Background: an optimization exercise with open tools, aiming at small area and a short achievable clock period. Do not read the settings as production practice.
The RTL was checked by simulation tests, not by an equivalence proof against the original design.
No driver is modelled on the clock port, so clock power and skew are understated where the tree is cut down; a real chip needs a root buffer or a tree.
Power is estimated from default activity; no workload was simulated.

rev 12:
==> module timer, before the edit <==
module timer #(
    parameter FREQUENCY_VALUE = 50_000_000 
) (
    input logic clk,
    input logic reset_n,
    input   logic   [1:0]   avmms_address,
    input   logic           avmms_write,
    input   logic   [31:0]  avmms_writedata,
    input   logic   [3:0]   avmms_byteenable,
    input   logic           avmms_read,
    output  logic   [31:0]  avmms_readdata,
    output  logic           coe_interrupt
);
logic [63:0] counter_reg;
logic [63:0] counter;
logic complete, busy, start, stop;
logic load;      
wire wr0 = avmms_write && (avmms_address == 2'h0);
wire wr1 = avmms_write && (avmms_address == 2'h1);
wire wr2 = avmms_write && (avmms_address == 2'h2);
wire start_d = wr0 && (avmms_byteenable[0] ? avmms_writedata[0] : start);
wire stop_d  = wr0 && (avmms_byteenable[0] ? avmms_writedata[1] : stop);
always_ff @ (posedge clk or negedge reset_n)
    if (!reset_n) begin
        start <= 1'b0;
        stop  <= 1'b0;
        load  <= 1'b0;
    end else begin
        start <= start_d;
        stop  <= stop_d;
        load  <= start_d && !zr_pre[NS];
    end
genvar b;
generate
    for (b = 0; b < 4; b = b + 1) begin : g_r
        always_ff @ (posedge clk or negedge reset_n)
            if (!reset_n) counter_reg[8*b +: 8] <= 8'h0;
            else if (wr1 && avmms_byteenable[b]) counter_reg[8*b +: 8] <= avmms_writedata[8*b +: 8];
        always_ff @ (posedge clk or negedge reset_n)
            if (!reset_n) counter_reg[32+8*b +: 8] <= 8'h0;
            else if (wr2 && avmms_byteenable[b]) counter_reg[32+8*b +: 8] <= avmms_writedata[8*b +: 8];
    end
endgenerate
always_ff @ (posedge clk)
    case (avmms_address)
        2'h0: avmms_readdata <= {28'h0, complete, busy, stop, start};
        2'h1: avmms_readdata <= counter_reg[31:0];
        2'h2: avmms_readdata <= counter_reg[63:32];
        default: avmms_readdata <= 32'h0;
    endcase
localparam NS = 8;
logic [NS-1:1] en, z;
wire [NS-1:0] zero_r;      
wire [NS:1]   zr_pre;      
wire [NS:1]   zc_pre;      
wire seg0_one = (counter[7:0] == 8'h1);
assign zc_pre[1] = 1'b1;
assign zr_pre[1] = zero_r[0];
wire [63:0] bmask;
genvar j, i;
generate
    for (j = 0; j < NS; j = j + 1) begin : g_seg
        assign zero_r[j] = ~|counter_reg[8*j +: 8];
        assign bmask[8*j] = (j == 0) ? 1'b1 : en[j];
        for (i = 1; i < 8; i = i + 1) begin : g_bit
            assign bmask[8*j+i] = bmask[8*j] & ~|counter[8*j +: i];
        end
        if (j > 0) begin : g_hi
            assign zc_pre[j+1] = &z[j:1];
            assign zr_pre[j+1] = &zero_r[j:0];
            always_ff @ (posedge clk)
                if (load) begin
                    en[j] <= zr_pre[j];
                    z[j]  <= zero_r[j];
                end else begin
                    en[j] <= seg0_one && zc_pre[j];
                    z[j]  <= en[j] ? (counter[8*j +: 8] == 8'h1) : z[j];
                end
        end
    end
endgenerate
always_ff @ (posedge clk)
    if (load) counter <= counter_reg;
    else      counter <= counter ^ bmask;
wire one = seg0_one && zc_pre[NS];
always_ff @ (posedge clk or negedge reset_n)
    if (!reset_n) complete <= 1'b0;
    else complete <= (busy && one) || (complete && !wr0);
always_ff @ (posedge clk or negedge reset_n)
    if (!reset_n) busy <= 1'b0;
    else busy <= load || (busy && !stop && !one);
assign coe_interrupt = complete;
endmodule
clock: 3.0 ns
lec_check: 0
abc_clock_period_in_ps: 2000
cap_margin: 20
core_margin: 2
core_utilization: 55
setup_slack_margin: 1.6
slew_margin: 20
standard.sh (not shown) runs the stock make flow with config.mk's settings and CLKGATE_MAP_FILE= SYNTH_SCRIPT=/design/flow/synth_recipe.tcl, a recipe that flattens the netlist after the stock synthesis.
==> flow/flow/run.sh <==
#!/bin/bash
# Standard layout with two changes: plain buf_1 cells as the port buffers, and
# a two-level clock tree (flow/cts_hook.tcl) in place of TritonCTS: the clock
# port drives four clkbuf_8 cells, each driving two clkbuf_16 leaves.
# Full output of the flow goes to standard.log.
export BUFFER_PORTS_ARGS="-buffer_cell sky130_fd_sc_hd__buf_1"
export PRE_CTS_TCL="$PWD/flow/cts_hook.tcl"
bash standard.sh > standard.log 2>&1
Other scripts of this flow, unchanged in this note and not shown: flow/flow/cts_hook.tcl
What rev 13 does differently from rev 12 at the input level:
--- a/flow/design.v
+++ b/flow/design.v
@@ -48,9 +48,10 @@
         2'h2: avmms_readdata <= counter_reg[63:32];
         default: avmms_readdata <= 32'h0;
     endcase
 localparam NS = 8;
-logic [NS-1:1] en, z;
+logic [NS-1:1] en;
+wire  [NS-1:1] z;          
 wire [NS-1:0] zero_r;      
 wire [NS:1]   zr_pre;      
 wire [NS:1]   zc_pre;      
 wire seg0_one = (counter[7:0] == 8'h1);
@@ -65,17 +66,16 @@
         for (i = 1; i < 8; i = i + 1) begin : g_bit
             assign bmask[8*j+i] = bmask[8*j] & ~|counter[8*j +: i];
         end
         if (j > 0) begin : g_hi
+            assign z[j] = ~|counter[8*j +: 8];
             assign zc_pre[j+1] = &z[j:1];
             assign zr_pre[j+1] = &zero_r[j:0];
             always_ff @ (posedge clk)
                 if (load) begin
                     en[j] <= zr_pre[j];
-                    z[j]  <= zero_r[j];
                 end else begin
                     en[j] <= seg0_one && zc_pre[j];
-                    z[j]  <= en[j] ? (counter[8*j +: 8] == 8'h1) : z[j];
                 end
         end
     end
 endgenerate
==> comparison <==
Rev 13 has horizontal extent of the die below what rev 12 had. Comparing rev 13 and rev 12, core utilization is higher on rev 12. Going from rev 12 to rev 13, met3 layer wire length in the routed design shrinks by 120 um. The capturing instance or port of the critical path comes out counter[7] in one run and en[7] in the other, namely in rev 12 and rev 13 respectively. Routed wire length delta for rev 13 relative to rev 12: about 8% lower. Relative to rev 12, via count decreased by 7.1% in rev 13. Diff rev 12 -> rev 13 | portion of total power attributed to combinational logic | decrease of 1.6 points.
No run of this note takes its clock network from TritonCTS; it comes from the design's own scripts or RTL.


== run H ==
timer, a different RTL version from the one above (not shown whole).
Size in the first run: ~780 cells after synthesis, ~180 flip-flops, ~75 I/O pins, ~7300 um2 of cells after synthesis.
==> module timer, before the edit <==
module timer #(
    parameter FREQUENCY_VALUE = 50_000_000 
) (
    input logic clk,
    input logic reset_n,
    input   logic   [1:0]   avmms_address,
    input   logic           avmms_write,
    input   logic   [31:0]  avmms_writedata,
    input   logic   [3:0]   avmms_byteenable,
    input   logic           avmms_read,
    output  logic   [31:0]  avmms_readdata,
    output  logic           coe_interrupt
);
logic [63:0] counter_reg;
logic [63:0] counter;
logic complete, busy, start, stop;
logic load;      
logic [7:0] valid;
wire [63:0] rv;
localparam NS = 8;
logic [NS-1:1] en;
wire  [NS-1:1] z;          
wire [NS-1:0] zero_r;      
wire [NS:1]   zr_pre;      
wire [NS:1]   zc_pre;      
wire seg0_one = (counter[7:0] == 8'h1);
assign zc_pre[1] = 1'b1;
assign zr_pre[1] = zero_r[0];
wire wr0 = avmms_write && (avmms_address == 2'h0);
wire wr1 = avmms_write && (avmms_address == 2'h1);
wire wr2 = avmms_write && (avmms_address == 2'h2);
wire start_d = wr0 && (avmms_byteenable[0] ? avmms_writedata[0] : start);
wire stop_d  = wr0 && (avmms_byteenable[0] ? avmms_writedata[1] : stop);
always_ff @ (posedge clk or negedge reset_n)
    if (!reset_n) begin
        start <= 1'b0;
        stop  <= 1'b0;
        load  <= 1'b0;
    end else begin
        start <= start_d;
        stop  <= stop_d;
        load  <= start_d && !zr_pre[NS];
    end
genvar b;
generate
    for (b = 0; b < 4; b = b + 1) begin : g_r
        always_ff @ (posedge clk)
            if (wr1 && avmms_byteenable[b]) counter_reg[8*b +: 8] <= avmms_writedata[8*b +: 8];
        always_ff @ (posedge clk)
            if (wr2 && avmms_byteenable[b]) counter_reg[32+8*b +: 8] <= avmms_writedata[8*b +: 8];
        always_ff @ (posedge clk or negedge reset_n)
            if (!reset_n) valid[b] <= 1'b0;
            else if (wr1 && avmms_byteenable[b]) valid[b] <= 1'b1;
        always_ff @ (posedge clk or negedge reset_n)
            if (!reset_n) valid[4+b] <= 1'b0;
            else if (wr2 && avmms_byteenable[b]) valid[4+b] <= 1'b1;
    end
    for (b = 0; b < 8; b = b + 1) begin : g_rv
        assign rv[8*b +: 8] = counter_reg[8*b +: 8] & {8{valid[b]}};
    end
endgenerate
always_ff @ (posedge clk)
    case (avmms_address)
        2'h0: avmms_readdata <= {28'h0, complete, busy, stop, start};
        2'h1: avmms_readdata <= rv[31:0];
        2'h2: avmms_readdata <= rv[63:32];
        default: avmms_readdata <= 32'h0;
    endcase
wire [63:0] bmask;
genvar j, i;
generate
    for (j = 0; j < NS; j = j + 1) begin : g_seg
        assign zero_r[j] = ~valid[j] | ~|counter_reg[8*j +: 8];
        assign bmask[8*j] = (j == 0) ? 1'b1 : en[j];
        for (i = 1; i < 8; i = i + 1) begin : g_bit
            assign bmask[8*j+i] = bmask[8*j] & ~|counter[8*j +: i];
        end
        if (j > 0) begin : g_hi
            assign z[j] = ~|counter[8*j +: 8];
            assign zc_pre[j+1] = &z[j:1];
            assign zr_pre[j+1] = &zero_r[j:0];
            always_ff @ (posedge clk)
                if (load) begin
                    en[j] <= zr_pre[j];
                end else begin
                    en[j] <= seg0_one && zc_pre[j];
                end
        end
    end
endgenerate
always_ff @ (posedge clk)
    if (load) counter <= rv;
    else      counter <= counter ^ bmask;
wire one = seg0_one && zc_pre[NS];
always_ff @ (posedge clk or negedge reset_n)
    if (!reset_n) complete <= 1'b0;
    else complete <= (busy && one) || (complete && !wr0);
always_ff @ (posedge clk or negedge reset_n)
    if (!reset_n) busy <= 1'b0;
    else busy <= load || (busy && !stop && !one);
assign coe_interrupt = complete;
endmodule
clock: 3.0 ns
lec_check: 0
abc_area: 1
abc_clock_period_in_ps: 2000
cap_margin: 20
core_margin: 2
core_utilization: 45
setup_slack_margin: 1.6
slew_margin: 20
==> flow/flow/cts_hook.tcl <==
# Replaces TritonCTS with a two-level clock tree. The registers are split by
# recursive bisection into 8 groups of nearby sinks, each driven by a
# clkbuf_16 leaf. The clock port drives four clkbuf_8 cells, each driving the
# leaves of two neighbouring groups.
proc cts_split {sinks idx} {
  set s [lsort -integer -index $idx $sinks]
  set k [expr {[llength $s] / 2}]
  return [list [lrange $s 0 [expr {$k - 1}]] [lrange $s $k end]]
}

proc cts_center {sinks} {
  set ax 0
  set ay 0
  foreach s $sinks {
    set ax [expr {$ax + [lindex $s 1]}]
    set ay [expr {$ay + [lindex $s 2]}]
  }
  set n [llength $sinks]
  return [list [expr {$ax / $n}] [expr {$ay / $n}]]
}

proc cts_buffer {block master name x y in_net out_name} {
  set inst [odb::dbInst_create $block $master $name]
  $inst setLocation $x $y
  $inst setPlacementStatus PLACED
  set net [odb::dbNet_create $block $out_name]
  $net setSigType CLOCK
  [$inst findITerm A] connect $in_net
  [$inst findITerm X] connect $net
  return $net
}

proc clock_tree_synthesis {args} {
  set block [ord::get_db_block]
  set db [ord::get_db]
  set clk [$block findNet clk]
  set leaf_master [$db findMaster sky130_fd_sc_hd__clkbuf_16]
  set mid_master [$db findMaster sky130_fd_sc_hd__clkbuf_8]
  set sinks {}
  foreach it [$clk getITerms] {
    set box [[$it getInst] getBBox]
    set x [expr {([$box xMin] + [$box xMax]) / 2}]
    set y [expr {([$box yMin] + [$box yMax]) / 2}]
    lappend sinks [list $it $x $y]
  }
  set quads {}
  foreach half [cts_split $sinks 1] {
    foreach q [cts_split $half 2] {
      lappend quads $q
    }
  }
  set i 0
  foreach q $quads {
    lassign [cts_center $q] qx qy
    set mid_net [cts_buffer $block $mid_master clkbuf_m$i $qx $qy $clk clknet_m$i]
    set j 0
    foreach g [cts_split $q 1] {
      lassign [cts_center $g] gx gy
      set leaf_net [cts_buffer $block $leaf_master clkbuf_l${i}_$j $gx $gy $mid_net clknet_l${i}_$j]
      foreach s $g {
        set it [lindex $s 0]
        $it disconnect
        $it connect $leaf_net
      }
      puts "clock leaf clkbuf_l${i}_$j at $gx $gy drives [llength $g] sinks"
      incr j
    }
    incr i
  }
  $clk setSigType CLOCK
  set_propagated_clock [all_clocks]
}
Scripts as last shown in full above: flow/flow/run.sh
What run K does differently from run H at the input level:
--- a/flow/design.v
+++ b/flow/design.v
@@ -13,20 +13,10 @@
 );
 logic [63:0] counter_reg;
 logic [63:0] counter;
 logic complete, busy, start, stop;
+logic complete_o;  
 logic load;      
-logic [7:0] valid;
-wire [63:0] rv;
-localparam NS = 8;
-logic [NS-1:1] en;
-wire  [NS-1:1] z;          
-wire [NS-1:0] zero_r;      
-wire [NS:1]   zr_pre;      
-wire [NS:1]   zc_pre;      
-wire seg0_one = (counter[7:0] == 8'h1);
-assign zc_pre[1] = 1'b1;
-assign zr_pre[1] = zero_r[0];
 wire wr0 = avmms_write && (avmms_address == 2'h0);
 wire wr1 = avmms_write && (avmms_address == 2'h1);
 wire wr2 = avmms_write && (avmms_address == 2'h2);
 wire start_d = wr0 && (avmms_byteenable[0] ? avmms_writedata[0] : start);
@@ -40,8 +30,10 @@
         start <= start_d;
         stop  <= stop_d;
         load  <= start_d && !zr_pre[NS];
     end
+logic [7:0] valid;
+wire [63:0] rv;
 genvar b;
 generate
     for (b = 0; b < 4; b = b + 1) begin : g_r
         always_ff @ (posedge clk)
@@ -65,8 +57,17 @@
         2'h1: avmms_readdata <= rv[31:0];
         2'h2: avmms_readdata <= rv[63:32];
         default: avmms_readdata <= 32'h0;
     endcase
+localparam NS = 8;
+logic [NS-1:1] en;
+wire  [NS-1:1] z;          
+wire [NS-1:0] zero_r;      
+wire [NS:1]   zr_pre;      
+wire [NS:1]   zc_pre;      
+wire seg0_one = (counter[7:0] == 8'h1);
+assign zc_pre[1] = 1'b1;
+assign zr_pre[1] = zero_r[0];
 wire [63:0] bmask;
 genvar j, i;
 generate
     for (j = 0; j < NS; j = j + 1) begin : g_seg
@@ -95,8 +96,11 @@
 always_ff @ (posedge clk or negedge reset_n)
     if (!reset_n) complete <= 1'b0;
     else complete <= (busy && one) || (complete && !wr0);
 always_ff @ (posedge clk or negedge reset_n)
+    if (!reset_n) complete_o <= 1'b0;
+    else complete_o <= (busy && one) || (complete_o && !wr0);
+always_ff @ (posedge clk or negedge reset_n)
     if (!reset_n) busy <= 1'b0;
     else busy <= load || (busy && !stop && !one);
-assign coe_interrupt = complete;
+assign coe_interrupt = complete_o;
 endmodule
## What came out
Between run K and run H, via count of the first global-routing pass is lower for run H, run K comes in above that.
Of run K and run H, the run reporting the higher worst hold slack was run H.
Summary of the comparison: flip-flop and latch share of the layout cell area is lower in run K, relative to run H.
On run K: setup slack is 0.039 ns lower than what run H gave.
Comparing run K against run H, there is no change at all in number of cell rows.
Between run H and run K, the cell count went up.
Fraction of power consumed by the clock network, run K and run H: higher on run H
In every run of this note, the design's own scripts or RTL, not TritonCTS, make the clock network.


timer, a different RTL version from the one above (not shown whole).
For scale: about 180 flip-flops, roughly 75 I/O pins.
==> module timer, before the edit <==
module timer #(
    parameter FREQUENCY_VALUE = 50_000_000 
) (
    input logic clk,
    input logic reset_n,
    input   logic   [1:0]   avmms_address,
    input   logic           avmms_write,
    input   logic   [31:0]  avmms_writedata,
    input   logic   [3:0]   avmms_byteenable,
    input   logic           avmms_read,
    output  logic   [31:0]  avmms_readdata,
    output  logic           coe_interrupt
);
logic [63:0] counter_reg;
logic [63:0] counter;
logic complete, busy, start, stop;
logic load;      
wire wr0 = avmms_write && (avmms_address == 2'h0);
wire wr1 = avmms_write && (avmms_address == 2'h1);
wire wr2 = avmms_write && (avmms_address == 2'h2);
wire start_d = wr0 && (avmms_byteenable[0] ? avmms_writedata[0] : start);
wire stop_d  = wr0 && (avmms_byteenable[0] ? avmms_writedata[1] : stop);
always_ff @ (posedge clk or negedge reset_n)
    if (!reset_n) begin
        start <= 1'b0;
        stop  <= 1'b0;
        load  <= 1'b0;
    end else begin
        start <= start_d;
        stop  <= stop_d;
        load  <= start_d && !zr_pre[NS];
    end
logic [7:0] valid;
wire [63:0] rv;
genvar b;
generate
    for (b = 0; b < 4; b = b + 1) begin : g_r
        always_ff @ (posedge clk)
            if (wr1 && avmms_byteenable[b]) counter_reg[8*b +: 8] <= avmms_writedata[8*b +: 8];
        always_ff @ (posedge clk)
            if (wr2 && avmms_byteenable[b]) counter_reg[32+8*b +: 8] <= avmms_writedata[8*b +: 8];
        always_ff @ (posedge clk or negedge reset_n)
            if (!reset_n) valid[b] <= 1'b0;
            else if (wr1 && avmms_byteenable[b]) valid[b] <= 1'b1;
        always_ff @ (posedge clk or negedge reset_n)
            if (!reset_n) valid[4+b] <= 1'b0;
            else if (wr2 && avmms_byteenable[b]) valid[4+b] <= 1'b1;
    end
    for (b = 0; b < 8; b = b + 1) begin : g_rv
        assign rv[8*b +: 8] = counter_reg[8*b +: 8] & {8{valid[b]}};
    end
endgenerate
always_ff @ (posedge clk)
    case (avmms_address)
        2'h0: avmms_readdata <= {28'h0, complete, busy, stop, start};
        2'h1: avmms_readdata <= rv[31:0];
        2'h2: avmms_readdata <= rv[63:32];
        default: avmms_readdata <= 32'h0;
    endcase
localparam NS = 8;
logic [NS-1:1] en;
wire  [NS-1:1] z;          
wire [NS-1:0] zero_r;      
wire [NS:1]   zr_pre;      
wire [NS:1]   zc_pre;      
wire seg0_one = (counter[7:0] == 8'h1);
assign zc_pre[1] = 1'b1;
assign zr_pre[1] = zero_r[0];
wire [63:0] bmask;
genvar j, i;
generate
    for (j = 0; j < NS; j = j + 1) begin : g_seg
        assign zero_r[j] = ~valid[j] | ~|counter_reg[8*j +: 8];
        assign bmask[8*j] = (j == 0) ? 1'b1 : en[j];
        for (i = 1; i < 8; i = i + 1) begin : g_bit
            assign bmask[8*j+i] = bmask[8*j] & ~|counter[8*j +: i];
        end
        if (j > 0) begin : g_hi
            assign z[j] = ~|counter[8*j +: 8];
            assign zc_pre[j+1] = &z[j:1];
            assign zr_pre[j+1] = &zero_r[j:0];
            always_ff @ (posedge clk)
                if (load) begin
                    en[j] <= zr_pre[j];
                end else begin
                    en[j] <= seg0_one && zc_pre[j];
                end
        end
    end
endgenerate
always_ff @ (posedge clk)
    if (load) counter <= rv;
    else      counter <= counter ^ bmask;
wire one = seg0_one && zc_pre[NS];
always_ff @ (posedge clk or negedge reset_n)
    if (!reset_n) complete <= 1'b0;
    else complete <= (busy && one) || (complete && !wr0);
always_ff @ (posedge clk or negedge reset_n)
    if (!reset_n) busy <= 1'b0;
    else busy <= load || (busy && !stop && !one);
assign coe_interrupt = complete;
endmodule
==> flow/config.mk <==
export PLATFORM = sky130hd
export DESIGN_NAME = timer
export DESIGN_NICKNAME = timer
export VERILOG_FILES = /design/flow/design.v
export SDC_FILE = /design/flow/constraint.sdc
export NUM_CORES = 4
export LEC_CHECK = 0
export ABC_AREA = 1
export ABC_CLOCK_PERIOD_IN_PS = 2000
export CAP_MARGIN = 20
export CORE_MARGIN = 2
export CORE_UTILIZATION = 45
export SETUP_SLACK_MARGIN = 1.55
export SLEW_MARGIN = 20
==> flow/constraint.sdc <==
create_clock -name core_clock -period 3.0 [get_ports {clk}]
set_input_delay 0.6000 -clock core_clock [delete_from_list [all_inputs] [get_ports {clk}]]
set_output_delay 0.6000 -clock core_clock [all_outputs]
set_load 0.01 [all_outputs]
Scripts as last shown in full above: flow/flow/run.sh, flow/flow/cts_hook.tcl
Rerun with:
--- a/flow/design.v
+++ b/flow/design.v
@@ -13,10 +13,21 @@
 );
 logic [63:0] counter_reg;
 logic [63:0] counter;
 logic complete, busy, start, stop;
 logic load;      
+logic [7:0] valid;
+wire [63:0] rv;
+localparam NS = 8;
+logic [NS-1:1] en;
+wire  [NS-1:1] z;          
+wire [NS-1:0] zero_r;      
+wire [NS:1]   zr_pre;      
+wire [NS:1]   zc_pre;      
+wire seg0_one = (counter[7:0] == 8'h1);
+assign zc_pre[1] = 1'b1;
+assign zr_pre[1] = zero_r[0];
 wire wr0 = avmms_write && (avmms_address == 2'h0);
 wire wr1 = avmms_write && (avmms_address == 2'h1);
 wire wr2 = avmms_write && (avmms_address == 2'h2);
 wire start_d = wr0 && (avmms_byteenable[0] ? avmms_writedata[0] : start);
 wire stop_d  = wr0 && (avmms_byteenable[0] ? avmms_writedata[1] : stop);
@@ -28,12 +39,10 @@
     end else begin
         start <= start_d;
         stop  <= stop_d;
         load  <= start_d && !zr_pre[NS];
     end
-logic [7:0] valid;
-wire [63:0] rv;
 genvar b;
 generate
     for (b = 0; b < 4; b = b + 1) begin : g_r
         always_ff @ (posedge clk)
             if (wr1 && avmms_byteenable[b]) counter_reg[8*b +: 8] <= avmms_writedata[8*b +: 8];
@@ -55,19 +64,10 @@
         2'h0: avmms_readdata <= {28'h0, complete, busy, stop, start};
         2'h1: avmms_readdata <= rv[31:0];
         2'h2: avmms_readdata <= rv[63:32];
         default: avmms_readdata <= 32'h0;
     endcase
-localparam NS = 8;
-logic [NS-1:1] en;
-wire  [NS-1:1] z;          
-wire [NS-1:0] zero_r;      
-wire [NS:1]   zr_pre;      
-wire [NS:1]   zc_pre;      
-wire seg0_one = (counter[7:0] == 8'h1);
-assign zc_pre[1] = 1'b1;
-assign zr_pre[1] = zero_r[0];
 wire [63:0] bmask;
 genvar j, i;
 generate
     for (j = 0; j < NS; j = j + 1) begin : g_seg
         assign zero_r[j] = ~valid[j] | ~|counter_reg[8*j +: 8];
=> Wire length is unchanged; synthesized area does not change; total power does not change; clock power stays flat; worst hold slack does not change; register-to-register slack hardly moves; global-route usage does not change; worst setup slack does not change; final area stays the same; die area does not change; fmax stays the same; synthesized cell count is unchanged; via count does not change; first-iteration DRC count is unchanged.
In every run of this note, the design's own scripts or RTL, not TritonCTS, make the clock network.

[separate check: timing with driven ports]
The results above use ideal ports. As a check the final layouts listed here were re-extracted and re-timed, cells and wires unchanged.
Step 1 sets driving cells, clkbuf_16 on the clock port and buf_2 on the other inputs (assumed; they add their load-dependent delay and slew).
Step 2 moves the port delays by t, midway between the first and last clock arrival at a register: inputs arrive t later, outputs are due t later. That takes back most of the time a late clock gives input paths.
a / b / c = no drivers / after step 1 / after step 2; a / b = the first two.
run	t, ns	slack for setup (ns)	hold WS [ns]	worst data-port slew with drivers (ns)	cell pins on the clock port's net
rev 12	0.365	1.439 / 1.439 / 1.285	0.335 / 0.283 / 0.543	0.06	4
rev 13	0.359	1.027 / 1.027 / 1.027	0.170 / 0.120 / 0.480	0.06	4
run H	0.365	1.586 / 1.524 / 1.262	0.468 / 0.417 / 0.483	0.05	4
run K	0.362	1.547 / 1.482 / 1.272	0.246 / 0.195 / 0.483	0.05	4
the first run of note 3	0.365	1.577 / 1.500 / 1.267	0.251 / 0.196 / 0.485	0.05	4
the second run of note 3	0.365	1.577 / 1.500 / 1.267	0.251 / 0.196 / 0.485	0.05	4
After both steps setup and hold are still met in every run listed. For run H, which loses most, drivers alone change the setup slack by -0.062 ns; drivers and shift together by -0.324 ns.
